Source: an optimization exercise on an open RTL-to-GDS flow (aim: small area and a short achievable clock period). Production flows keep margins and buffers that such runs may drop. The RTL was checked by simulation tests, not by an equivalence proof against the original design. No activity file was given, so power comes from the tool's default toggle rates. No driver is modelled on the clock port, so clocking that relies on it looks cheaper here than on a real chip.

==> flow/design.v <==
`default_nettype none
module adder100_reg (
    input  wire        clk,
    input  wire [99:0] a,
    input  wire [99:0] b,
    input  wire        cin,
    output reg  [99:0] cout,
    output reg  [99:0] sum
);
    reg  [99:0] a_q;
    reg  [99:0] b_q;
    reg         cin_q;
    wire [99:0] cout_w;
    wire [99:0] sum_w;
    top_module u_add (
        .a(a_q), .b(b_q), .cin(cin_q),
        .cout(cout_w), .sum(sum_w)
    );
    always @(posedge clk) begin
        a_q   <= a;
        b_q   <= b;
        cin_q <= cin;
        cout  <= cout_w;
        sum   <= sum_w;
    end
endmodule
`default_nettype wire

`default_nettype none
module top_module( 
    input [99:0] a, b,
    input cin,
    output [99:0] cout,
    output [99:0] sum );
    genvar i;
    generate
        fa inst0(.A(a[0]),.B(b[0]),.Cin(cin),.Cout(cout[0]),.Sum(sum[0]));
        for(i=1;i<100;i=i+1) begin: generate_fa
            fa ins1(.A(a[i]),.B(b[i]),.Cin(cout[i-1]),.Cout(cout[i]),.Sum(sum[i])); 
        end
    endgenerate
endmodule
module fa(input A,B,Cin,
          output Cout,Sum);
    assign Sum=A^B^Cin;
    assign Cout=(A&B)|Cin&(A^B);  
endmodule
export LEC_CHECK = 0
export CAP_MARGIN = 20
export CORE_MARGIN = 2
export CORE_UTILIZATION = 40
export CTS_CLUSTER_DIAMETER = 90
export CTS_CLUSTER_SIZE = 32
export SLEW_MARGIN = 20
create_clock -name core_clock -period 40.0 [get_ports {clk}]
standard.sh (not shown) runs the stock make flow with config.mk's settings and CLKGATE_MAP_FILE= SYNTH_SCRIPT=/design/flow/synth_recipe.tcl, a recipe that flattens the netlist after the stock synthesis.
==> flow/flow/run.sh <==
#!/bin/bash
set -euo pipefail
bash standard.sh BUFFER_PORTS_ARGS="-buffer_cell sky130_fd_sc_hd__buf_1" finish > run_standard.log 2>&1
The first run went through all stages and came out clean.
Change:
Settings changed: CTS_CLUSTER_DIAMETER 90 to 120, CTS_CLUSTER_SIZE 32 to 36.
Outcome:
- critical path depth stays the same
- non-clock buffer count is unchanged
- first-iteration DRC count falls by a few percent
- count of clock-buffer cells in the layout fell by 2
- global-route usage barely changes
- sequential cell count is unchanged
- routed wire length hardly moves
- die area does not change
- combinational power is about the same
- sequential share of layout area rose by 0.20 points
- design area went down slightly
Change:
Settings changed: CTS_CLUSTER_DIAMETER 120 to unset, CTS_CLUSTER_SIZE 36 to unset.
Result: The changed run completed with no timing, DRC or antenna violations. Cell count grows by 4.2%. Routed wire length climbs by 3.9%. Design area grows by 7.1%. Die area is unchanged. Worst setup slack loses 0.018 ns. Non-clock buffer count stays the same. Count of clock-buffer cells in the layout climbs by 47.
Change:
==> flow/run.sh (new file) <==
#!/bin/bash
# synth_recipe.tcl (not shown) runs the flow's synth.tcl, then flattens the netlist and writes it again
# the make line also repeats each setting of config.mk as NAME=value (left out here)
make -C /OpenROAD-flow-scripts/flow DESIGN_CONFIG=/design/flow/config.mk WORK_HOME=/design/flow/orfs CLKGATE_MAP_FILE= SYNTH_SCRIPT=/design/flow/synth_recipe.tcl finish
removed: flow/flow/run.sh
removed: flow/standard.sh
Outcome:
- The new run ran to the end with no violations
- sequential share of layout area fell by 9.7 points
- synthesized cell count is unchanged
- maximum frequency stays flat
- combinational power goes up by 70%

========
Setup of run 1:
Starts from the design.v that is shown in full above.
==> flow/config.mk <==
export PLATFORM = sky130hd
export DESIGN_NAME = adder100_reg
export DESIGN_NICKNAME = adder100_reg
export VERILOG_FILES = /design/flow/design.v
export SDC_FILE = /design/flow/constraint.sdc
export NUM_CORES = 4
export LEC_CHECK = 0
export CAP_MARGIN = 20
export CORE_MARGIN = 2
export CORE_UTILIZATION = 40
export CTS_CLUSTER_DIAMETER = 60
export CTS_CLUSTER_SIZE = 30
export SLEW_MARGIN = 20
==> flow/constraint.sdc <==
create_clock -name core_clock -period 40.0 [get_ports {clk}]
set_input_delay 8.0000 -clock core_clock [delete_from_list [all_inputs] [get_ports {clk}]]
set_output_delay 8.0000 -clock core_clock [all_outputs]
set_load 0.01 [all_outputs]
==> flow/flow/run.sh <==
#!/bin/bash
set -euo pipefail
bash standard.sh BUFFER_PORTS_ARGS="-buffer_cell sky130_fd_sc_hd__buf_1" finish > run_standard.log 2>&1
Run 1 was carried through to the last stage, and its layout satisfied the timing, DRC and antenna checks.
Input-level comparison between run 2 and run 1:
- CTS_CLUSTER_DIAMETER: 60 -> 80
- CTS_CLUSTER_SIZE: 30 -> 25
## What came out
- Diff run 1 -> run 2: fraction of layout instances using a drive strength above 1 now smaller; final worst setup slack fell by 23 ps.
- Run 2 ends up with higher sequential cell fraction of total power than run 1 does.
- Between run 2 and run 1, cell count is lower for run 2, run 1 comes in above that.
- When the final numbers for run 2 and run 1 were put side by side, the area overhead of the layout relative to synthesis turned out to be greater in run 1.
- Global-route usage over all layers, run 2 and run 1, lower one = run 2.
For run 3, these inputs were changed with respect to run 2:
- CTS_BUF_LIST: unset -> sky130_fd_sc_hd__clkbuf_4 sky130_fd_sc_hd__clkbuf_8
- CTS_CLUSTER_SIZE: 25 -> unset
- CTS_CLUSTER_DIAMETER: 80 -> unset
Run 2 → run 3: setup slack up 40 ps; met1 wire length up about 1.4%; number of nets in the synthesized netlist flat. Re max-slew headroom at the worst pin: run 3 is 0.31 points up on run 2.

## separate check: timing with driven ports
No port has a modelled driver above. Below, the same layouts with a new extraction and two added sets of constraints.
Step 1, drivers: a clkbuf_16 drives clk and a buf_2 each remaining input, both assumed.
Step 2, shift: input delay + t, output delay - t, t = (earliest + latest rising clock arrival at the registers) / 2. This alone moves slack from input paths to output paths.
Slacks: no drivers / after step 1 / after step 2; pairs: no drivers / after step 1.
run | t, ns | setup WS [ns] | worst setup path after step 2 | slew at the worst register clock pin (ns) | worst data-port slew with drivers (ns)
the first run of note 1 | 0.549 | 1.175 / 1.175 / 1.175 | register to register | 0.11 / 0.11 | 0.07
the second run of note 1 | 0.530 | 1.132 / 1.132 / 1.132 | register to register | 0.12 / 0.12 | 0.07
the third run of note 1 | 0.544 | 1.114 / 1.114 / 1.114 | register to register | 0.06 / 0.06 | 0.08
the fourth run of note 1 | 0.555 | 1.147 / 1.147 / 1.147 | register to register | 0.06 / 0.06 | 0.10
run 1 | 0.593 | 1.143 / 1.143 / 1.143 | register to register | 0.10 / 0.10 | 0.07
run 2 | 0.550 | 1.120 / 1.120 / 1.120 | register to register | 0.09 / 0.09 | 0.07
run 3 | 0.615 | 1.160 / 1.160 / 1.160 | register to register | 0.06 / 0.06 | 0.08
After both steps setup and hold are still met in every run listed.
